Background: an optimization exercise with open tools, aiming at small area. Do not read the settings as production practice. Function was checked by simulation only, so behaviour that the tests miss may differ from the original. No activity file was given, so power comes from the tool's default toggle rates.

### flow/standard.sh
#!/bin/bash
# synth_recipe.tcl (not shown) runs the flow's synth.tcl, then flattens the netlist and writes it again
# the make line also repeats each setting of config.mk as NAME=value (left out here)
make -C /OpenROAD-flow-scripts/flow DESIGN_CONFIG=/design/flow/config.mk WORK_HOME=/design/flow/orfs CLKGATE_MAP_FILE= SYNTH_SCRIPT=/design/flow/synth_recipe.tcl "${@:-finish}"
### flow/design.v
`timescale 1ns / 1ps
module memtiming
  (
    input logic clk,
    input logic rst,
    input logic ACT, PR, RD, RDA, REF, SRF, WR, WRA,
    output logic isACT,      
    output logic isPR,       
    output logic isRD,       
    output logic isWR,       
    output logic isReading   
  );
  localparam logic [3:0]
    S_IDLE = 4'd0,
    S_ACT  = 4'd9,
    S_BA1  = 4'd3,
    S_BA2  = 4'd7,
    S_PRE  = 4'd2,
    S_REFA = 4'd13,
    S_REFB = 4'd15,
    S_SR   = 4'd12,
    S_R    = 4'd6,
    S_RA   = 4'd14,
    S_W    = 4'd11,
    S_WA   = 4'd10;
  logic [3:0] state, nxt;
  logic [4:0] c, s;
  logic [2:0] e;
  logic sw;
  logic c15, c24, c31, s7, s8, s14, s24;
  assign c15 = &c[3:0];
  assign c24 = c[4] & c[3];
  assign c31 = &c;
  assign s8  = s[4] | s[3];
  assign s7  = s8 | (&s[2:0]);
  assign s14 = s[4] | (&s[3:1]);
  assign s24 = s[4] & s[3];
  always_comb begin
    nxt = state;
    case (state)
      S_IDLE: if (ACT) nxt = S_ACT;
              else if (REF) nxt = S_REFA;
              else if (SRF) nxt = S_SR;
      S_ACT:  if (c15) nxt = S_BA1;
      S_BA1:  if (WR && c24) nxt = S_W;
              else if (WRA && c24) nxt = S_WA;
              else if (RD && c31) nxt = S_R;
              else if (RDA && c31) nxt = S_RA;
              else if (PR && c31) nxt = S_PRE;
      S_BA2:  if (WR) nxt = S_W;
              else if (WRA) nxt = S_WA;
              else if (RD && e == 3'd0) nxt = S_R;
              else if (RDA && e == 3'd0) nxt = S_RA;
              else if (PR && c31) nxt = S_PRE;
      S_PRE:  if (c15) nxt = S_IDLE;
      S_REFA: if (c31) nxt = S_REFB;
      S_REFB: nxt = S_IDLE;
      S_R:    if (RDA) nxt = S_RA;
              else if (PR && s7 && c31) nxt = S_PRE;
              else if (WR) nxt = S_W;
              else if (s24) nxt = S_BA2;
              else if (WRA) nxt = S_WA;
      S_RA:   if ((s8 || (s7 && sw)) && c31) nxt = S_PRE;
      S_W:    if (WRA) nxt = S_WA;
              else if (PR && s14 && c31) nxt = S_PRE;
              else if (RD) nxt = S_R;
              else if (s24) nxt = S_BA2;
              else if (RDA) nxt = S_RA;
      S_WA:   if (s14 && c31) nxt = S_PRE;
      default: nxt = state;
    endcase
  end
  always_ff @(posedge clk)
    if (rst) state <= S_IDLE;
    else state <= nxt;
  logic rside, wside, rside_n, wside_n, same;
  assign rside   = state == S_R || state == S_RA;
  assign wside   = state == S_W || state == S_WA;
  assign rside_n = nxt == S_R || nxt == S_RA;
  assign wside_n = nxt == S_W || nxt == S_WA;
  assign same    = (rside && rside_n) || (wside && wside_n);
  logic [2:0] tcl1;
  assign tcl1 = (state == S_BA1) ? ~c[2:0] : e;
  always_ff @(posedge clk) begin
    if (state == S_IDLE || (nxt == S_PRE && state != S_PRE)) c <= '0;
    else if (!c31) c <= c + 1'b1;
    if (nxt == S_R) e <= tcl1;
    else e <= (tcl1 == 3'd0) ? 3'd0 : tcl1 - 1'b1;
    if (same) begin
      if (!s24) s <= s + 1'b1;
    end
    else begin
      s <= 5'd1;
      sw <= rside || wside;
    end
  end
  assign isACT = state == S_ACT;
  assign isPR = state == S_PRE;
  assign isRD = rside;
  assign isWR = wside;
  assign isReading = state == S_R;
endmodule
`timescale 1ns / 1ps
module TimingFSM
    #(parameter NBANKS = 8)
    (
    input logic clk,
    input logic reset_n,
    input logic [2:0] bank,
    input logic ACT, PR, RD, RDA, REF, SRF, WR, WRA,
    output logic [NBANKS-1:0] isACT, isPR, isRD, isWR, isReading
    );
    genvar b;
    generate
        for (b = 0; b < NBANKS; b = b + 1)
        begin:MT
            logic sel;
            assign sel = bank == b;
            memtiming MTi (
                .clk(clk), .rst(!reset_n),
                .ACT(sel && ACT), .PR(sel && PR), .RD(sel && RD), .RDA(sel && RDA),
                .REF(sel && REF), .SRF(sel && SRF), .WR(sel && WR), .WRA(sel && WRA),
                .isACT(isACT[b]), .isPR(isPR[b]), .isRD(isRD[b]), .isWR(isWR[b]),
                .isReading(isReading[b])
            );
        end
    endgenerate
endmodule
`timescale 1ns / 1ps
module CMD
    #(parameter ADDRWIDTH = 17,
    parameter COLWIDTH = 10,
    parameter NBANKS = 8
    )
    (
    input logic cke,
    input logic cs_n,
    input logic clk,
    input logic reset_n,
    input logic act_n,
    input logic [2:0] bank,
    input logic [ADDRWIDTH-1:0] A,
    output logic [NBANKS-1:0][COLWIDTH-1:0] ColId,
    output logic [NBANKS-1:0] rd_o_wr,
    output logic ACT, PR, RD, RDA, REF, SRF, WR, WRA
    );
    logic A16, A15, A14, A10, cmd;
    assign A16 = A[ADDRWIDTH-1];  
    assign A15 = A[ADDRWIDTH-2];  
    assign A14 = A[ADDRWIDTH-3];  
    assign A10 = A[ADDRWIDTH-4];  
    assign cmd = !cs_n && act_n;
    assign ACT = !cs_n && !act_n;
    assign PR  = cmd && !A16 &&  A15 && !A14 && !A10;
    assign RD  = cmd &&  A16 && !A15 &&  A14 && !A10;
    assign RDA = cmd &&  A16 && !A15 &&  A14 &&  A10;
    assign REF = cmd && !A16 && !A15 &&  A14 &&  cke;
    assign SRF = cmd && !A16 && !A15 &&  A14 && !cke;
    assign WR  = cmd &&  A16 && !A15 && !A14 && !A10;
    assign WRA = cmd &&  A16 && !A15 && !A14 &&  A10;
    logic CAS;  
    assign CAS = cmd && A16 && !A15;
    logic incen;  
    assign incen = !CAS && !PR;
    logic [NBANKS-1:0] Burst;
    genvar b;
    generate
        for (b = 0; b < NBANKS; b = b + 1)
        begin:BK
            logic sel;
            assign sel = bank == b;
            always_ff @(posedge clk)
            begin
                if (!reset_n) begin
                    ColId[b] <= '0;
                    Burst[b] <= 1'b0;
                    rd_o_wr[b] <= 1'b0;
                end
                else begin
                    if (sel && CAS) ColId[b] <= A[COLWIDTH-1:0];
                    else if (incen && Burst[b]) ColId[b] <= ColId[b] + 1'b1;
                    if (sel && CAS) Burst[b] <= 1'b1;
                    else if (sel && PR) Burst[b] <= 1'b0;
                    if (sel && (WR || WRA)) rd_o_wr[b] <= 1'b1;
                    else if (sel && (PR || RD || RDA)) rd_o_wr[b] <= 1'b0;
                end
            end
        end
    endgenerate
endmodule
`timescale 1ns / 1ps
module MEMSync #(
    parameter CHWIDTH = 3,
    parameter ADDRWIDTH = 17,
    localparam CHROWS = 2**CHWIDTH
)
  (
  output logic [CHWIDTH-1:0] cRowId,
  output logic stall,
  input logic ACT,
  input logic PR,
  input logic RD,
  input logic WR,
  input logic act_cmd,                
  input logic [ADDRWIDTH-1:0] A,
  input logic clk,
  input logic rst,
  input logic sync
);
  localparam logic [3:0]
    M_IDLE  = 4'd0,
    M_ALLOC = 4'd11,
    M_CTH   = 4'd10,   
    M_CTM   = 4'd14,   
    M_UTD   = 4'd1,   
    M_UTC   = 4'd9,   
    M_WB    = 4'd15,
    M_HRD   = 4'd12,
    M_HWR   = 4'd8;
  logic [3:0] state, nxt;
  logic [CHWIDTH-1:0] nRowId;
  logic wrapped;
  logic [CHROWS-1:0] dirtyt;
  logic [ADDRWIDTH-1:0] RowId;
  logic [CHROWS-1:0][ADDRWIDTH-1:0] diff;  
  logic [CHROWS-1:0] match;
  logic anyhit;
  logic [CHWIDTH-1:0] hidx;
  always_comb begin
    hidx = '0;
    for (int i = 0; i < CHROWS; i++) begin
      match[i] = (wrapped || i < nRowId) && (diff[i] == '0);
      if (match[i]) hidx = i;
    end
  end
  assign anyhit = |match;
  logic vdirty;
  assign vdirty = wrapped && dirtyt[nRowId];
  logic [3:0] ct, ut;
  assign ct = anyhit ? M_CTH : M_CTM;
  assign ut = vdirty ? M_UTD : M_UTC;
  always_comb begin
    nxt = state;
    case (state)
      M_IDLE:  if (ACT || RD || WR) nxt = ct;
      M_ALLOC: if (sync) nxt = ct;
      M_CTH:   if (RD) nxt = M_HRD;
               else if (WR) nxt = M_HWR;
               else if (PR) nxt = M_IDLE;
               else nxt = ct;
      M_CTM:   nxt = ut;
      M_UTD:   nxt = M_WB;
      M_UTC:   nxt = M_ALLOC;
      M_WB:    if (sync) nxt = M_ALLOC;
      M_HRD:   if (PR) nxt = M_IDLE;
               else if (WR) nxt = M_HWR;
               else if (!RD) nxt = ct;
      M_HWR:   if (PR) nxt = M_IDLE;
               else if (RD) nxt = M_HRD;
               else if (!WR) nxt = ct;
      default: nxt = state;
    endcase
  end
  logic toCT, toUT;
  assign toCT = nxt == M_CTH;
  assign toUT = nxt == M_UTD || nxt == M_UTC;
  always_ff @(posedge clk) begin
    if (rst) begin
      state <= M_IDLE;
      cRowId <= '0;
      nRowId <= '0;
      wrapped <= 1'b0;
    end
    else begin
      state <= nxt;
      if (toCT) cRowId <= hidx;
      else if (toUT) cRowId <= nRowId;
      if (toUT) begin
        nRowId <= nRowId + 1'b1;
        if (&nRowId) wrapped <= 1'b1;
      end
    end
  end
  logic [ADDRWIDTH-1:0] delta;
  assign delta = act_cmd ? (RowId ^ A) : '0;
  logic [CHROWS-1:0] alloc;  
  always_comb
    for (int i = 0; i < CHROWS; i++)
      alloc[i] = nxt == M_ALLOC && cRowId == i;
  always_ff @(posedge clk) begin
    if (act_cmd) RowId <= A;
    for (int i = 0; i < CHROWS; i++) begin
      diff[i] <= (alloc[i] ? '0 : diff[i]) ^ delta;
      if ((nxt == M_ALLOC || nxt == M_HWR) && cRowId == i) dirtyt[i] <= nxt == M_HWR;
    end
  end
  assign stall = state == M_ALLOC || state == M_WB;
endmodule
`timescale 1ns / 1ps
module MEMSyncTop #(
    parameter NBANKS = 8,
    parameter CHWIDTH = 3,
    parameter ADDRWIDTH = 17
    )
    (
    input logic clk,
    input logic reset_n,
    input logic [2:0] bank,
    input logic ACT,                        
    input logic [ADDRWIDTH-1:0] A,
    input logic [NBANKS-1:0] isACT, isPR, isRD, isWR,
    input logic [NBANKS-1:0] sync,
    output logic [NBANKS-1:0][CHWIDTH-1:0] cRowId,
    output logic stall
    );
    logic [NBANKS-1:0] stalls;
    assign stall = |stalls;
    genvar b;
    generate
        for (b = 0; b < NBANKS; b = b + 1)
        begin:B
            MEMSync #(.CHWIDTH(CHWIDTH), .ADDRWIDTH(ADDRWIDTH)) Mi (
                .cRowId(cRowId[b]),
                .stall(stalls[b]),
                .ACT(isACT[b]),
                .PR(isPR[b]),
                .RD(isRD[b]),
                .WR(isWR[b]),
                .act_cmd(ACT && bank == b),
                .A(A),
                .clk(clk),
                .rst(!reset_n),
                .sync(sync[b])
            );
        end
    endgenerate
endmodule
`timescale 1ns / 1ps
module DIMM  
  #(parameter BGWIDTH = 1,
  parameter BAWIDTH = 2,
  parameter ADDRWIDTH = 17,
  parameter COLWIDTH = 10,
  parameter CHWIDTH = 3,
  localparam NBANKS = 2**(BGWIDTH+BAWIDTH)
  )
  (
  input logic act_n,
  input logic [ADDRWIDTH-1:0] A,
  input logic [BGWIDTH-1:0] bg,
  input logic [BAWIDTH-1:0] ba,
  input logic ck2x,
  input logic cke,
  input logic cs_n,
  input logic reset_n,
  output logic stall,
  input logic [NBANKS-1:0] sync,
  output logic rden,
  output logic dqs_en,
  output logic [NBANKS*CHWIDTH-1:0] cRowId,
  output logic [NBANKS*COLWIDTH-1:0] ColId,
  output logic [NBANKS-1:0] rd_o_wr
  );
  logic clk;
  assign clk = ck2x;
  logic [BGWIDTH+BAWIDTH-1:0] bank;
  assign bank = {bg, ba};
  logic ACT, PR, RD, RDA, REF, SRF, WR, WRA;
  logic [NBANKS-1:0][COLWIDTH-1:0] ColIdA;
  CMD #(.ADDRWIDTH(ADDRWIDTH), .COLWIDTH(COLWIDTH), .NBANKS(NBANKS)) CMDi (
    .cke(cke), .cs_n(cs_n), .clk(clk), .reset_n(reset_n), .act_n(act_n),
    .bank(bank), .A(A), .ColId(ColIdA), .rd_o_wr(rd_o_wr),
    .ACT(ACT), .PR(PR), .RD(RD), .RDA(RDA), .REF(REF), .SRF(SRF), .WR(WR), .WRA(WRA)
  );
  logic [NBANKS-1:0] isACT, isPR, isRD, isWR, isReading;
  TimingFSM #(.NBANKS(NBANKS)) TimingFSMi (
    .clk(clk), .reset_n(reset_n), .bank(bank),
    .ACT(ACT), .PR(PR), .RD(RD), .RDA(RDA), .REF(REF), .SRF(SRF), .WR(WR), .WRA(WRA),
    .isACT(isACT), .isPR(isPR), .isRD(isRD), .isWR(isWR), .isReading(isReading)
  );
  logic [NBANKS-1:0][CHWIDTH-1:0] cRowIdA;
  MEMSyncTop #(.NBANKS(NBANKS), .CHWIDTH(CHWIDTH), .ADDRWIDTH(ADDRWIDTH)) MEMSyncTopi (
    .clk(clk), .reset_n(reset_n), .bank(bank), .ACT(ACT), .A(A),
    .isACT(isACT), .isPR(isPR), .isRD(isRD), .isWR(isWR),
    .sync(sync), .cRowId(cRowIdA), .stall(stall)
  );
  assign rden = |isReading;
  assign dqs_en = RD || RDA;
  assign cRowId = cRowIdA;
  assign ColId = ColIdA;
endmodule
### flow/constraint.sdc
create_clock -name core_clock -period 8.0 [get_ports {ck2x}]
set_input_delay 1.6000 -clock core_clock [delete_from_list [all_inputs] [get_ports {ck2x}]]
set_output_delay 1.6000 -clock core_clock [all_outputs]
set_load 0.01 [all_outputs]
### flow/config.mk
export PLATFORM = sky130hd
export DESIGN_NAME = DIMM
export DESIGN_NICKNAME = DIMM
export VERILOG_FILES = /design/flow/design.v
export SDC_FILE = /design/flow/constraint.sdc
export NUM_CORES = 4
export LEC_CHECK = 0
export CAP_MARGIN = 20
export CORE_MARGIN = 2
export CORE_UTILIZATION = 70
export CTS_CLUSTER_DIAMETER = 80
export CTS_CLUSTER_SIZE = 24
export PLACE_DENSITY = 0.8
export SLEW_MARGIN = 20
### flow/flow/run.sh
#!/bin/bash
# The standard layout, with clock tree synthesis told not to add dummy loads
# for level balancing (same clustering as config.mk asks for), and the port
# buffers made from the smallest plain buffer.
set -e
export CTS_ARGS="-sink_clustering_enable -repair_clock_nets -sink_clustering_size 24 -sink_clustering_max_diameter 80 -dont_use_dummy_load"
export BUFFER_PORTS_ARGS="-buffer_cell sky130_fd_sc_hd__buf_1"
bash standard.sh > standard.log 2>&1
==> results of run 1 <==
[worst reg2reg max path, stage by stage, from the launching register on]
cell      delay [ps]
dfxtp_1          670
mux4_2           580
mux2_2           290
a32oi_1          200
a21oi_1          110
a211oi_2         810
nand4b_1         880
nand2_1          340
xor2_1           170
[cell usage in the layout (no fill, tap or decap), types with 21 or more instances in the layout]
cell type / Yosys / routed
or2_2: 22 / 22
or4_1: 80 / 80
nand4_1: 97 / 97
a211oi_1: 36 / 36
and2_1: 47 / 47
nor4_1: 236 / 235
o22ai_1: 23 / 23
xor2_1: 1243 / 1243
a21oi_1: 226 / 225
nor3b_1: 62 / 62
nand4b_1: 26 / 26
a221oi_1: 59 / 59
nand3_1: 145 / 145
and3_1: 70 / 70
mux2i_1: 36 / 36
or3_1: 36 / 36
nor2_1: 438 / 429
buf_1: 20 / 129
nor2b_1: 66 / 66
buf_4: 5 / 42
nand2b_1: 65 / 65
dfxtp_1: 1408 / 1408
xnor2_1: 31 / 31
a31oi_1: 70 / 70
ha_1: 64 / 64
and4_1: 24 / 24
o211ai_1: 22 / 22
nand3b_1: 21 / 21
a211o_1: 22 / 22
inv_1: 83 / 83
o31ai_1: 22 / 22
clkbuf_16: 0 / 80
nand2_1: 1414 / 1414
edfxtp_1: 208 / 208
o21ai_0: 237 / 237
nor3_1: 183 / 181
[stage by stage]
| stage | setup slack, ps | power [uW] |
|---|---|---|
| 3_5_place_dp | 2180 | 18300 |
| 4_1_cts | 2380 | 22500 |
| 6_report | 2290 | 22500 |
| 2_1_floorplan | 3680 | 16900 |
| 5_1_grt | 2170 | 23900 |
| 3_3_place_gp | 2200 | 17800 |
[cells by family (layout without fill, tap and decap cells)]
logic type               Yosys count  count (layout)
AND/OR/NAND/NOR                 3135            3135
flip-flops                      1616            1616
XOR/XNOR                        1284            1284
AO/OA/AOI/OAI                    927             927
buffers and inverters            451             357
multiplexers                      70              70
adder cells (fa/ha/maj)           65              65
other                              0               3
[power breakdown]
group,switching (uW),internal [uW]
registers,1720,11300
logic,3060,2180
clock network,2510,1790
total,7290,15300
[state kept, by name (all words and copies together), names as in the netlist, 24 cells and up]
name	count
MEMSyncTopi.B.Mi.RowId	136
MEMSyncTopi.B.Mi.nRowId	24
MEMSyncTopi.B.Mi.dirtyt	64
TimingFSMi.MT.MTi.state	32
MEMSyncTopi.B.Mi.state	32
TimingFSMi.MT.MTi.s	40
TimingFSMi.MT.MTi.e	24
MEMSyncTopi.B.Mi.cRowId	24
MEMSyncTopi.B.Mi.diff	1088
CMDi.ColId	80
TimingFSMi.MT.MTi.c	40
[final cells by class]
class                      instances  area share
multi-input combinational       5481       0.468
sequential                      1616       0.466
clock buffer                      80      0.0271
tap                             1298      0.0220
timing repair buffer             190      0.0121
inverter                          87     0.00449
antenna                            3    0.000102
[cells in the mapped netlist, drive strengths merged (24+ instances only)]
cell type	instances
o21ai	238
nand2b	65
and4	24
nor2b	66
dfxtp	1408
a211oi	38
nor2	438
inv	84
or4	80
xnor2	31
mux2i	36
a31oi	70
ha	64
nand2	1425
edfxtp	208
nand4	97
xor2	1253
buf	85
clkbuf	279
and2	51
nor4	238
nor3b	65
a221oi	59
and3	70
a21oi	227
nand3	149
nand4b	26
nor3	187
or3	36
[final timing paths]
check / start / end / slack, ps / depth (start not counted)
setup / recovery: A[16] / dqs_en / 2290 / 5
hold / removal: MEMSyncTopi.B[5].Mi.diff[38]$_DFF_P_ / MEMSyncTopi.B[5].Mi.diff[38]$_DFF_P_ / 470 / 2
setup reg to reg: MEMSyncTopi.B[5].Mi.nRowId[0]$_SDFFE_PN0P_ / MEMSyncTopi.B[5].Mi.diff[6]$_DFF_P_ / 3870 / 8
hold reg to reg: MEMSyncTopi.B[5].Mi.diff[38]$_DFF_P_ / MEMSyncTopi.B[5].Mi.diff[38]$_DFF_P_ / 470 / 2
[metal layers]
layer | wire [um] | up-vias
met5 | 30 | -
met4 | 6000 | 4
met3 | 15400 | 384
met2 | 83500 | 2060
met1 | 78600 | 26200
li1 | - | 25700
==> impl_metrics.py, run 1 <==
metrics = {
    "logic_synthesis": {
        "synth-seq-cells": 1616,
        "synth_area_per_cell_um2": 9.37,
        "synth_top_family_by_area": "simple AND/OR/NAND/NOR gates",
        "synth_area_leaders": "dfxtp_1 40%, xor2_1 15%, edfxtp_1 8.8%",
        "yosysWarnings": 3,
        "syn_area_um2": 70700,
        "yosys.area_share.simple": 0.217,
        "ys.flop_type": "dfxtp_1",
        "synth_cell_types": 111,
        "synth-edff-count": 208,
        "synth_fa_ha_area_frac": 0.0115,
        "async_flop_share": 0,
        "synth-compound-area-share": 0.0862,
        "ys_seq_area_frac": 0.487,
        "synth_xor_area_frac": 0.160,
        "muxShareOfSynthArea": 0.0131,
        "synth_top_cell_area_share": 0.399,
        "synthCells": 7548,
        "yosys.area.top_type": "dfxtp_1",
        "synthesis.nets": 7645,
    },
    "critical_path": {
        "crit_required_ps": 6400,
        "cp-end-kind": "output port",
        "cp_max_fo": 36,
        "slowest_stage": "clkbuf_2",
        "slowest_delay_ps": 830,
        "critical_path.n_buffers_inverters": 3,
        "startpoint_type": "primary input",
        "critical_path.top_delay_family": "buffers and inverters",
        "cp.arrival_ps": 4110,
        "criticalPathCategory": "primary input to output port",
        "path_cells": "clkbuf_2, nor3b_4, nand2_1, clkinv_1, buf_1",
    },
    "clock_network": {
        "cts.repair.resized": 0,
        "clk_pin_slew_ps": 90,
        "h-tree-depth": 3,
        "clkSinkCount": 1616,
        "worstSkewPairLatency_ps": 700,
        "postCtsSetupBuffers": 0,
        "root_buffer": "clkbuf_16",
        "cts_made_buffers": 80,
        "cts_tree": "done",
        "cts_max_path_buffers": 3,
        "ctsHoldBuffers": 0,
    },
    "placement": {
        "port_buffers": 147,
        "place_area_um2": 71800,
        "hpwl_um": 126000,
        "dp.cells": 8671,
        "routabilityCongestion": 0.966,
    },
    "floorplanning": {
        "die_area_um2": 104000,
        "fp.dieW_um": 322,
        "die_height_um": 322,
        "io_pins": 148,
        "initial_core_util": 0.706,
        "core_um2": 100000,
        "rows": 116,
    },
    "detailed_routing": {
        "ant_nets": 0,
        "wl_per_cell_um": 21.0,
        "vias": 54400,
        "wirelength_um": 184000,
        "drt_pass1_iterations": 9,
        "drc": 0,
        "vias_per_cell": 6.21,
        "drtIter0Drc": 5934,
    },
    "global_routing": {
        "grt_overflow_total": 0,
        "met2_usage": 0.561,
        "antenna_found_initial": 6,
        "grt_pass1_wl_um": 286000,
        "grt_pass1_vias": 51700,
        "busiest_layer": "met2",
        "grtUsageTotal": 0.347,
        "use_met3": 0.0606,
        "grt_max_degree": 132,
        "gr-usage-met1": 0.474,
    },
    "timing": {
        "tightestPinTransition_ps": 1180,
        "fin_crit_ps": 5710,
        "rsz0062_at_grt": "no",
        "hold_viol": 0,
        "fin_hold_ws_ps": 471,
        "fin_setup_tns_ps": 0,
        "slew_headroom": 0.211,
        "skew_ps": 54.6,
        "drv_slew": 0,
        "setup_viol": 0,
        "fmax_mhz": 175,
        "period_share": 0.714,
    },
    "final_layout": {
        "areaGrowthSynthToFinish_pct": 4.41,
        "multi_input_area_um2": 34500,
        "fillers": 7368,
        "stdcell_count": 8755,
        "regArea_um2": 34400,
        "final_nets": 7553,
        "final_layout_size_suffix_gt1_frac": 0.0386,
        "final_util": 0.737,
        "fin_area_um2": 73800,
    },
    "power": {
        "p_per_area_nw_per_um2": 305,
        "p_leak_uw": 0.0275,
        "ir_worst_vdd_v": 0.000274,
    },
    "status": {
        "status": "finished clean",
    },
    "job": {
        "cap_violations": 0,
    },
    "min_path": {
        "hold_class": "flip-flop to flip-flop",
    },
}
==> run 2, diff against run 1 <==
--- a/flow/design.v
+++ b/flow/design.v
@@ -293,3 +293,3 @@
       diff[i] <= (alloc[i] ? '0 : diff[i]) ^ delta;
-      if ((nxt == M_ALLOC || nxt == M_HWR) && cRowId == i) dirtyt[i] <= nxt == M_HWR;
+      dirtyt[i] <= (dirtyt[i] && !alloc[i]) || (nxt == M_HWR && cRowId == i);
     end
--- a/flow/config.mk
+++ b/flow/config.mk
@@ -9,6 +9,5 @@
 export CORE_MARGIN = 2
-export CORE_UTILIZATION = 70
+export CORE_UTILIZATION = 65
 export CTS_CLUSTER_DIAMETER = 80
 export CTS_CLUSTER_SIZE = 24
-export PLACE_DENSITY = 0.8
 export SLEW_MARGIN = 20
==> run 2 against run 1 <==
Against the previous run:
- still clean on timing, DRC and antenna
- sequential cell count unchanged
- global-route usage shrank 2.7 points
- wire length is 0.71% lower
- first-iteration DRC count is 20% lower
- die area is 7.1% higher
- sequential power is essentially flat
- core utilization down 5.1 points
- critical endpoint unchanged
==> impl_metrics.py, run 2 <==
metrics = {
    "timing": {
        "hold_viol": 0,
        "rsz0062_at_grt": "no",
        "finalWorstSetupSlack_ps": 2010,
        "setup_viol": 0,
        "skew_ps": 76.4,
        "tightestPinTransition_ps": 1190,
        "fin_setup_tns_ps": 0,
        "slew_headroom": 0.210,
        "fin_crit_ps": 5990,
        "fmax_mhz": 167,
        "period_share": 0.749,
        "drv_slew": 0,
    },
    "floorplanning": {
        "fp.dieW_um": 333,
        "rows": 120,
        "die_area_um2": 111000,
        "initial_core_util": 0.657,
        "die_height_um": 333,
        "core_um2": 107000,
        "io_pins": 148,
    },
    "min_path": {
        "hold_end": "MEMSyncTopi.B[5].Mi.dirtyt[2]$_DFF_P_",
        "worst_hold_startpoint": "MEMSyncTopi.B[5].Mi.dirtyt[2]$_DFF_P_",
        "whs_path_depth": 2,
        "hold_class": "flip-flop to flip-flop",
    },
    "logic_synthesis": {
        "synth_cell_types": 102,
        "yosys.area.top_type": "dfxtp_1",
        "ys.flop_type": "dfxtp_1",
        "synth_top_cells_by_count": "1472 x dfxtp_1, 1308 x nand2_1, 1248 x xor2_1, 461 x o21ai_0, 407 x nor2_1",
        "synth-seq-cells": 1616,
        "ys_seq_area_frac": 0.480,
        "synth_area_leaders": "dfxtp_1 42%, xor2_1 16%, nand2_1 7.0%",
        "syn_area_um2": 70400,
        "yosysWarnings": 3,
        "synthCells": 7614,
        "synth_top_cell_area_share": 0.419,
        "synthesis.nets": 7711,
        "yosysMostFrequentCell": "dfxtp_1",
        "async_flop_share": 0,
        "synth-edff-count": 144,
        "synth_area_per_cell_um2": 9.24,
    },
    "clock_network": {
        "cts_tree": "done",
        "cts_made_buffers": 79,
        "clkSinkCount": 1616,
        "worstSkewPairLatency_ps": 710,
        "root_buffer": "clkbuf_16",
        "h-tree-depth": 3,
        "clk_pin_slew_ps": 90,
        "cts_max_path_buffers": 3,
        "ctsHoldBuffers": 0,
        "cts.repair.resized": 0,
        "postCtsSetupBuffers": 0,
    },
    "global_routing": {
        "antenna_found_initial": 6,
        "grt_overflow_total": 0,
        "grtUsageTotal": 0.320,
        "grt_pass1_wl_um": 286000,
        "grt_max_degree": 108,
        "grt_pass1_vias": 51100,
    },
    "final_layout": {
        "final_layout_size_suffix_gt1_frac": 0.0361,
        "largest_register_ffs": 1088,
        "final_common_cell": "dfxtp_1",
        "areaGrowthSynthToFinish_pct": 4.57,
        "final_cell_mix": "1472 x dfxtp_1, 1308 x nand2_1, 1248 x xor2_1, 461 x o21ai_0, 398 x nor2_1",
        "final_nets": 7602,
        "regArea_um2": 33800,
        "multi_input_area_um2": 34900,
        "max_flop_register": "MEMSyncTopi.B.Mi.diff",
        "fillers": 8644,
        "fin_area_um2": 73600,
        "largestRegisters": "MEMSyncTopi.B.Mi.diff (1088), MEMSyncTopi.B.Mi.RowId (136), CMDi.ColId (80)",
    },
    "critical_path": {
        "cp.arrival_ps": 4390,
        "cp-end-kind": "output port",
        "startpoint_type": "primary input",
        "crit_required_ps": 6400,
        "reg2reg_depth": 8,
        "cp_max_fo": 19,
        "regToRegSetupSlack_ps": 3700,
        "r2r-end": "MEMSyncTopi.B[6].Mi.diff[68]$_DFF_P_",
        "regToRegStartpoint": "MEMSyncTopi.B[6].Mi.diff[95]$_DFF_P_",
        "criticalPathCategory": "primary input to output port",
    },
    "placement": {
        "hpwl_um": 124000,
        "routabilityCongestion": 0.936,
        "pre_cts_ws_ps": 2180,
        "port_buffers": 147,
        "place_area_um2": 71600,
    },
    "detailed_routing": {
        "vias_per_cell": 6.10,
        "drt_pass1_iterations": 7,
        "wirelength_um": 182000,
        "wl_per_cell_um": 20.5,
        "drc": 0,
        "drtIter0Drc": 4756,
        "vias": 54400,
        "ant_nets": 0,
    },
    "status": {
        "status": "finished clean",
    },
    "power": {
        "ir_worst_vdd_v": 0.000268,
        "p_leak_uw": 0.0267,
        "p_per_area_nw_per_um2": 306,
    },
    "job": {
        "cap_violations": 0,
    },
}
## run 2: cell types whose count changed after synthesis, sizes merged, moves of 22 or more
cell    change
clkbuf     +36
nor2       -31
dfxtp      +64
o21ai     +234
edfxtp     -64
nand4      -22
nand2     -117
## run 2: cell type report
| cell class | instances | area share |
|---|---|---|
| timing repair buffer | 194 | 0.0126 |
| sequential | 1616 | 0.459 |
| clock buffer | 79 | 0.0269 |
| inverter | 76 | 0.00394 |
| tap | 1403 | 0.0238 |
| antenna | 2 | 0.0000680 |
| multi-input combinational | 5538 | 0.474 |
## run 2: logic make-up (layout without fill, tap and decap cells)
kind of cell / Yosys count / in the layout / synth area share
AOI/OAI and AO/OA: 1232 / 1232 / 0.111
xor gates and xnor gates: 1276 / 1276 / 0.159
adders and majority gates: 64 / 64 / 0.0114
buffers and inverters: 460 / 349 / 0.0255
DFF: 1616 / 1616 / 0.480
muxes: 81 / 81 / 0.0147
other: 0 / 2 / 0
and+or+nand+nor: 2885 / 2885 / 0.198
## run 2: stage by stage
stage / utilization / cells / hold WS (ps) / total power (uW)
finish: 0.687 / 8908 / 457 / 22500
global route: 0.687 / 8908 / 487 / 24000
CTS: 0.686 / 8905 / 457 / 22600
detailed placement: 0.668 / 8826 / 435 / 18300
global placement: 0.668 / 8826 / 430 / 18000
floorplan: - / 7614 / 420 / 17000
## run 2: worst max-delay path, stage by stage
cell and delay [ps]:
buf_1 200, buf_4 290, and2_1 700, nand2_1 600
inv_1 650, buf_1 330
## run 2: worst max-delay path by stage
stage                                       endpoint  slack (ps)  startpoint  cells after the start
2_1_floorplan  MEMSyncTopi.B[0].Mi.diff[100]$_DFF_P_        3620       ba[0]                      8
3_5_place_dp                                  dqs_en        2180       act_n                      6
6_report                                      dqs_en        2010       act_n                      6
3_3_place_gp                                  dqs_en        2300       act_n                      6
5_1_grt                                       dqs_en        2060       act_n                      6
4_1_cts                                       dqs_en        2180       act_n                      6
## run 2: layer usage
layer / track usage / vias up / wire length [um]
met2: 0.501 / 1782 / 81400
li1: - / 26100 / -
met3: 0.0524 / 301 / 13100
met4: 0.0870 / 6 / 4460
met5: 0 / - / 34
met1: 0.458 / 26100 / 83300
## run 2: where the power goes
group | internal [uW] | switching (uW)
registers | 11200 | 1700
clock network | 1770 | 2510
logic | 2260 | 3060
==> run 3, diff against run 2 <==
--- a/flow/flow/run.sh
+++ b/flow/flow/run.sh
@@ -5,3 +5,3 @@
 set -e
-export CTS_ARGS="-sink_clustering_enable -repair_clock_nets -sink_clustering_size 24 -sink_clustering_max_diameter 80 -dont_use_dummy_load"
+export CTS_ARGS="-sink_clustering_enable -repair_clock_nets -sink_clustering_size 32 -sink_clustering_max_diameter 70 -dont_use_dummy_load"
 export BUFFER_PORTS_ARGS="-buffer_cell sky130_fd_sc_hd__buf_1"
--- a/flow/config.mk
+++ b/flow/config.mk
@@ -10,4 +10,4 @@
 export CORE_UTILIZATION = 65
-export CTS_CLUSTER_DIAMETER = 80
-export CTS_CLUSTER_SIZE = 24
+export CTS_CLUSTER_DIAMETER = 70
+export CTS_CLUSTER_SIZE = 32
 export SLEW_MARGIN = 20
==> run 3 against run 2 <==
Against the previous run:
- largest power group unchanged
- first-iteration DRC count shrank 0.42%
- global-route usage about the same
- sequential cell count unchanged
- fmax is 0.48% higher
- core utilization increased by 0.15 points
- final cell count increased by 0.10%
- highest routed layer unchanged
- design area increased by 0.21%
- setup slack gained 28 ps
- worst hold slack got worse by 5.0 ps
- synthesized cell count did not move
- wire length is essentially flat
==> impl_metrics.py, run 3 <==
metrics = {
    "status": {
        "status": "finished clean",
    },
    "final_layout": {
        "fillers": 8623,
        "largest_register_ffs": 1088,
        "areaGrowthSynthToFinish_pct": 4.80,
        "final_common_cell": "dfxtp_1",
        "final_cell_mix": "1472 x dfxtp_1, 1308 x nand2_1, 1248 x xor2_1, 461 x o21ai_0, 398 x nor2_1",
        "final_layout_size_suffix_gt1_frac": 0.0369,
        "regArea_um2": 33800,
        "max_flop_register": "MEMSyncTopi.B.Mi.diff",
        "largestRegisters": "MEMSyncTopi.B.Mi.diff (1088), MEMSyncTopi.B.Mi.RowId (136), CMDi.ColId (80)",
        "multi_input_area_um2": 34900,
        "stdcell_count": 8917,
        "final_nets": 7608,
    },
    "logic_synthesis": {
        "yosys.area_share.simple": 0.198,
        "synth-seq-cells": 1616,
        "yosysMostFrequentCell": "dfxtp_1",
        "synth_cell_types": 102,
        "muxShareOfSynthArea": 0.0147,
        "synth_area_per_cell_um2": 9.24,
        "synth_xor_area_frac": 0.159,
        "yosysWarnings": 3,
        "ys.flop_type": "dfxtp_1",
        "ys_seq_area_frac": 0.480,
        "synth-edff-count": 144,
        "synthCells": 7614,
        "synth_top_family_by_area": "simple AND/OR/NAND/NOR gates",
        "yosys.area.top_type": "dfxtp_1",
        "synth_top_cells_by_count": "1472 x dfxtp_1, 1308 x nand2_1, 1248 x xor2_1, 461 x o21ai_0, 407 x nor2_1",
        "syn_area_um2": 70400,
        "synthesis.nets": 7711,
        "synth_top_cell_area_share": 0.419,
        "synth_fa_ha_area_frac": 0.0114,
        "async_flop_share": 0,
        "synth_area_leaders": "dfxtp_1 42%, xor2_1 16%, nand2_1 7.0%",
        "synth-compound-area-share": 0.111,
    },
    "timing": {
        "tightestPinTransition_ps": 1230,
        "fmax_mhz": 168,
        "period_share": 0.746,
        "hold_viol": 0,
        "skew_ps": 101,
        "slew_headroom": 0.180,
        "drv_slew": 0,
        "rsz0062_at_grt": "no",
        "fin_setup_tns_ps": 0,
        "setup_viol": 0,
        "fin_crit_ps": 5970,
    },
    "clock_network": {
        "worstSkewPairLatency_ps": 720,
        "clk_pin_slew_ps": 60,
        "cts_made_buffers": 85,
        "root_buffer": "clkbuf_16",
        "postCtsSetupBuffers": 0,
        "ctsHoldBuffers": 0,
        "clkSinkCount": 1616,
        "cts_max_path_buffers": 3,
        "cts_tree": "done",
        "h-tree-depth": 3,
        "cts.repair.resized": 0,
    },
    "power": {
        "p_per_area_nw_per_um2": 307,
        "p_int_uw": 15400,
        "pwr-share-comb": 0.235,
        "p_leak_uw": 0.0268,
        "seq_power_share": 0.571,
        "finalPower_uw": 22700,
        "swShare": 0.320,
        "power_switching_uw": 7270,
        "clkPwrFrac": 0.194,
        "ir_worst_vdd_v": 0.000272,
    },
    "global_routing": {
        "antenna_found_initial": 7,
        "grt_max_degree": 108,
        "grtUsageTotal": 0.320,
        "grt_overflow_total": 0,
        "grt_pass1_wl_um": 286000,
        "grt_pass1_vias": 51100,
    },
    "floorplanning": {
        "rows": 120,
        "io_pins": 148,
        "die_area_um2": 111000,
        "die_height_um": 333,
        "fp.dieW_um": 333,
        "initial_core_util": 0.657,
        "core_um2": 107000,
    },
    "detailed_routing": {
        "drc": 0,
        "wl_per_cell_um": 20.4,
        "wirelength_um": 182000,
        "ant_nets": 0,
        "vias": 54400,
        "drt_pass1_iterations": 6,
        "vias_per_cell": 6.10,
        "drtIter0Drc": 4736,
    },
    "critical_path": {
        "cp_max_fo": 19,
        "crit_required_ps": 6400,
        "critical_path.n_buffers_inverters": 4,
        "criticalPathCategory": "primary input to output port",
        "slowest_stage": "and2_1",
        "slowest_delay_ps": 690,
        "path_common_cell": "buf_1",
        "startpoint_type": "primary input",
        "cp.arrival_ps": 4370,
        "cp-end-kind": "output port",
        "path_cells": "buf_1, buf_4, and2_1, nand2_1, inv_1, buf_1",
        "critical_path.top_delay_family": "buffers and inverters",
    },
    "job": {
        "cap_violations": 0,
    },
    "placement": {
        "dp.cells": 8826,
        "routabilityCongestion": 0.936,
        "hpwl_um": 124000,
        "port_buffers": 147,
    },
    "min_path": {
        "hold_class": "flip-flop to flip-flop",
    },
}
run 3: cell counts after synthesis:
Identical to the previous run, type by type.
run 3: stage by stage:
| step | instance area [um2] | utilization | setup WS [ps] | hold WS (ps) |
|---|---|---|---|---|
| finish | 73800 | 0.688 | 2030 | 452 |
| global route | 73800 | 0.688 | 2060 | 484 |
| CTS | 73700 | 0.688 | 2180 | 454 |
| detailed placement | 71600 | 0.668 | 2180 | 435 |
| global placement | 71600 | 0.668 | 2300 | 430 |
| floorplan | 70400 | - | 3620 | 420 |
run 3: final cells by class:
type | count | share of cell area
Sequential cell | 1616 | 0.458
Multi-Input combinational cell | 5538 | 0.473
Timing Repair Buffer | 194 | 0.0125
Tap cell | 1403 | 0.0238
Antenna cell | 5 | 0.000170
Clock buffer | 85 | 0.0288
Inverter | 76 | 0.00394
run 3: worst min-delay path: cells and delay by family (launching register included):
family             cells  cell delay [ps]
and+or+nand+nor        1               50
DFF                    1              320
AOI/OAI and AO/OA      1               50
run 3: power by group through the flow:
stage               combinational, uW  clock [uW]  sequential (uW)
floorplan                        4470           0            12500
global placement                 4990           0            13000
detailed placement               5250           0            13100
CTS                              5310        4470            12900
global route                     6030        4740            13300
finish                           5320        4410            12900
run 3: layer usage:
metal  track usage  vias up  routed length [um]
met1         0.457    26100               83000
met3        0.0540      329               13600
met4        0.0834        6                4620
met5             0        -                  41
li1              -    26100                   -
met2         0.502     1819               80900
run 3: logic make-up (layout without fill, tap and decap cells):
family,count (synthesis),after routing
flops,1616,1616
simple gates,2885,2885
buf+inv,460,355
xor+xnor,1276,1276
compound gates,1232,1232
mux,81,81
fa+ha+maj,64,64
other cells,0,5
run 3: worst paths after layout:
check,end,start,depth (start not counted),slack (ps)
max,dqs_en,act_n,6,2030
min,MEMSyncTopi.B[3].Mi.dirtyt[2]$_DFF_P_,MEMSyncTopi.B[3].Mi.dirtyt[2]$_DFF_P_,2,450
max reg2reg,MEMSyncTopi.B[6].Mi.diff[68]$_DFF_P_,MEMSyncTopi.B[6].Mi.diff[95]$_DFF_P_,8,3780
min reg2reg,MEMSyncTopi.B[3].Mi.dirtyt[2]$_DFF_P_,MEMSyncTopi.B[3].Mi.dirtyt[2]$_DFF_P_,2,450
==> run 4, diff against run 3 <==
--- a/flow/flow/run.sh
+++ b/flow/flow/run.sh
@@ -5,3 +5,3 @@
 set -e
-export CTS_ARGS="-sink_clustering_enable -repair_clock_nets -sink_clustering_size 32 -sink_clustering_max_diameter 70 -dont_use_dummy_load"
+export CTS_ARGS="-sink_clustering_enable -repair_clock_nets -sink_clustering_size 28 -sink_clustering_max_diameter 75 -dont_use_dummy_load"
 export BUFFER_PORTS_ARGS="-buffer_cell sky130_fd_sc_hd__buf_1"
--- a/flow/config.mk
+++ b/flow/config.mk
@@ -10,4 +10,4 @@
 export CORE_UTILIZATION = 65
-export CTS_CLUSTER_DIAMETER = 70
-export CTS_CLUSTER_SIZE = 32
+export CTS_CLUSTER_DIAMETER = 75
+export CTS_CLUSTER_SIZE = 28
 export SLEW_MARGIN = 20
==> run 4 against run 3 <==
Against the previous run:
- still clean on timing, DRC and antenna
- sequential cell count unchanged
- power decreased by 0.71%
- wire length increased by 0.14%
- via count decreased by 0.23%
- clock-buffer cell count decreased by 7
- synthesized cell count unchanged
- register-to-register slack got worse by 70 ps
- clock power decreased by 4%
- worst hold slack improved by 5.9 ps
- sequential share of layout area increased by 0.11 points
- non-clock buffer count unchanged
- design area decreased by 0.24%
- largest power group unchanged
==> impl_metrics.py, run 4 <==
metrics = {
    "floorplanning": {
        "die_height_um": 333,
        "die_area_um2": 111000,
        "initial_core_util": 0.657,
        "core_um2": 107000,
        "fp.dieW_um": 333,
        "rows": 120,
        "io_pins": 148,
    },
    "power": {
        "seq_power_share": 0.575,
        "pwr-share-comb": 0.236,
        "clkPwrFrac": 0.189,
        "p_leak_uw": 0.0267,
        "p_int_uw": 15300,
        "power_switching_uw": 7250,
        "ir_worst_vdd_v": 0.000271,
        "p_per_area_nw_per_um2": 306,
        "swShare": 0.322,
    },
    "logic_synthesis": {
        "synth-seq-cells": 1616,
        "synthCells": 7614,
        "synth_top_cells_by_count": "1472 x dfxtp_1, 1308 x nand2_1, 1248 x xor2_1, 461 x o21ai_0, 407 x nor2_1",
        "syn_area_um2": 70400,
        "ys_seq_area_frac": 0.480,
        "async_flop_share": 0,
        "synth_area_per_cell_um2": 9.24,
        "yosys.area.top_type": "dfxtp_1",
        "synth_cell_types": 102,
        "ys.flop_type": "dfxtp_1",
        "yosysWarnings": 3,
        "synthesis.nets": 7711,
        "yosysMostFrequentCell": "dfxtp_1",
        "synth-edff-count": 144,
        "synth_area_leaders": "dfxtp_1 42%, xor2_1 16%, nand2_1 7.0%",
        "synth_top_cell_area_share": 0.419,
    },
    "critical_path": {
        "regToRegStartpoint": "MEMSyncTopi.B[6].Mi.diff[95]$_DFF_P_",
        "cp-end-kind": "output port",
        "crit_required_ps": 6400,
        "critical_path.n_buffers_inverters": 4,
        "slowest_stage": "and2_1",
        "startpoint_type": "primary input",
        "critical_path.top_delay_family": "buffers and inverters",
        "slowest_delay_ps": 690,
        "cp.arrival_ps": 4360,
        "path_common_cell": "buf_1",
        "cp_max_fo": 19,
        "criticalPathCategory": "primary input to output port",
        "path_cells": "buf_1, buf_4, and2_1, nand2_1, inv_1, buf_1",
        "cp-startpoint": "act_n",
    },
    "clock_network": {
        "worstSkewPairLatency_ps": 720,
        "postCtsSetupBuffers": 0,
        "cts.repair.resized": 0,
        "ctsHoldBuffers": 0,
        "cts_tree": "done",
        "cts_max_path_buffers": 3,
        "cts_made_buffers": 78,
        "clkSinkCount": 1616,
        "clk_pin_slew_ps": 80,
        "h-tree-depth": 3,
        "root_buffer": "clkbuf_16",
    },
    "global_routing": {
        "grt_pass1_wl_um": 286000,
        "grtUsageTotal": 0.319,
        "antenna_found_initial": 7,
        "grt_pass1_vias": 51000,
        "grt_overflow_total": 0,
        "grt_max_degree": 108,
    },
    "detailed_routing": {
        "wirelength_um": 182000,
        "vias": 54300,
        "vias_per_cell": 6.09,
        "wl_per_cell_um": 20.5,
        "drc": 0,
        "drt_pass1_iterations": 6,
        "ant_nets": 0,
        "drtIter0Drc": 4885,
    },
    "final_layout": {
        "final_layout_size_suffix_gt1_frac": 0.0360,
        "final_cell_mix": "1472 x dfxtp_1, 1308 x nand2_1, 1248 x xor2_1, 461 x o21ai_0, 398 x nor2_1",
        "areaGrowthSynthToFinish_pct": 4.54,
        "max_flop_register": "MEMSyncTopi.B.Mi.diff",
        "final_nets": 7601,
        "largest_register_ffs": 1088,
        "final_util": 0.686,
        "largestRegisters": "MEMSyncTopi.B.Mi.diff (1088), MEMSyncTopi.B.Mi.RowId (136), CMDi.ColId (80)",
        "final_common_cell": "dfxtp_1",
        "fillers": 8609,
    },
    "timing": {
        "fmax_mhz": 168,
        "drv_slew": 0,
        "tightestPinTransition_ps": 1210,
        "skew_ps": 110,
        "period_share": 0.745,
        "setup_viol": 0,
        "slew_headroom": 0.190,
        "hold_viol": 0,
        "rsz0062_at_grt": "no",
        "fin_crit_ps": 5960,
        "fin_setup_tns_ps": 0,
    },
    "min_path": {
        "hold_class": "flip-flop to flip-flop",
        "worst_hold_startpoint": "MEMSyncTopi.B[6].Mi.dirtyt[5]$_DFF_P_",
    },
    "placement": {
        "routabilityCongestion": 0.936,
        "port_buffers": 147,
        "hpwl_um": 124000,
    },
    "status": {
        "status": "finished clean",
    },
    "job": {
        "cap_violations": 0,
    },
}
==> run 4: final timing paths <==
kind         cells after the start                               endpoint  slack, ps
max                              6                                 dqs_en       2040
min                              2  MEMSyncTopi.B[6].Mi.dirtyt[5]$_DFF_P_        460
min reg2reg                      2  MEMSyncTopi.B[6].Mi.dirtyt[5]$_DFF_P_        460
max reg2reg                      8   MEMSyncTopi.B[6].Mi.diff[68]$_DFF_P_       3710
==> run 4: layout make-up <==
| class | count | area, um2 | area share |
|---|---|---|---|
| antenna | 4 | 10.0 | 0.000136 |
| timing repair buffer | 194 | 925 | 0.0126 |
| sequential | 1616 | 33800 | 0.459 |
| clock buffer | 78 | 1950 | 0.0265 |
| inverter | 76 | 290 | 0.00394 |
| multi-input combinational | 5538 | 34900 | 0.474 |
| tap | 1403 | 1760 | 0.0239 |
==> run 4: power groups by stage <==
stage                     combinational [uW]  clock [uW]  sequential [uW]
after floorplan                         4470           0            12500
after global placement                  4990           0            13000
after detailed placement                5250           0            13100
after CTS                               5310        4300            12900
after global routing                    6020        4560            13300
final                                   5320        4250            12900
==> run 4: worst register-to-register path, stage by stage (launching register included) <==
cell and delay [ps]:
dfxtp_1 330, nor4_1 500, nand4b_1 150, nor4_1 490
nor4_1 230, a41oi_1 880, nand4_1 1060, nand2_1 400
xor2_1 190
==> run 4: kinds of logic after synthesis <==
group                      Yosys count  synth area share
and+or+nand+nor                   2885             0.198
DFF                               1616             0.480
xor gates and xnor gates          1276             0.159
AOI/OAI and AO/OA                 1232             0.111
buffers and inverters              460            0.0255
muxes                               81            0.0147
adders and majority gates           64            0.0114
==> run 4: per-layer routing <==
layer / up-vias / share of wire / wire [um] / track usage
li1: 26100 / - / - / -
met1: 26100 / 0.46 / 83400 / 0.457
met2: 1709 / 0.45 / 81400 / 0.503
met3: 310 / 0.072 / 13200 / 0.0523
met4: 6 / 0.024 / 4420 / 0.0822
met5: - / 0.00019 / 34 / 0
==> run 4: per-stage QoR <==
stage	hold WS (ps)	area, um2	power [uW]	worst slack (ps)	instances
after global routing	487	73600	23900	2060	8907
final	458	73600	22500	2040	8909
after detailed placement	435	71600	18300	2180	8826
after floorplan	420	70400	17000	3620	7614
after global placement	430	71600	18000	2300	8826
after CTS	460	73600	22500	2180	8904

[port drivers added, routing unchanged]
Ports are ideal in the flow. The routed layouts listed here were re-timed in OpenROAD. Step 1: set_driving_cell puts a clkbuf_16 on ck2x and a buf_2 on each other input, an assumption about the parent block. Step 2 adds t to the input delays and takes it off the output delays; t is the mean of the earliest and latest rising clock arrival at the registers after step 1. Input paths then give back, and output paths get back, about the clock's delay inside the block. Slacks: no drivers / after step 1 / after step 2; pairs: no drivers / after step 1.
| run | t, ns | slack for setup (ns) | pins driven straight from the clock port |
|---|---|---|---|
| run 1 | 0.746 | 2.285 / 2.266 / 1.902 | 1 |
| run 2 | 0.752 | 2.006 / 1.973 / 1.973 | 1 |
| run 3 | 0.757 | 2.034 / 2.003 / 2.003 | 1 |
| run 4 | 0.748 | 2.039 / 2.006 / 2.006 | 1 |
After both steps every run listed still meets setup and hold. For run 1, which loses most, drivers alone change the setup slack by -0.019 ns; drivers and shift together by -0.383 ns.
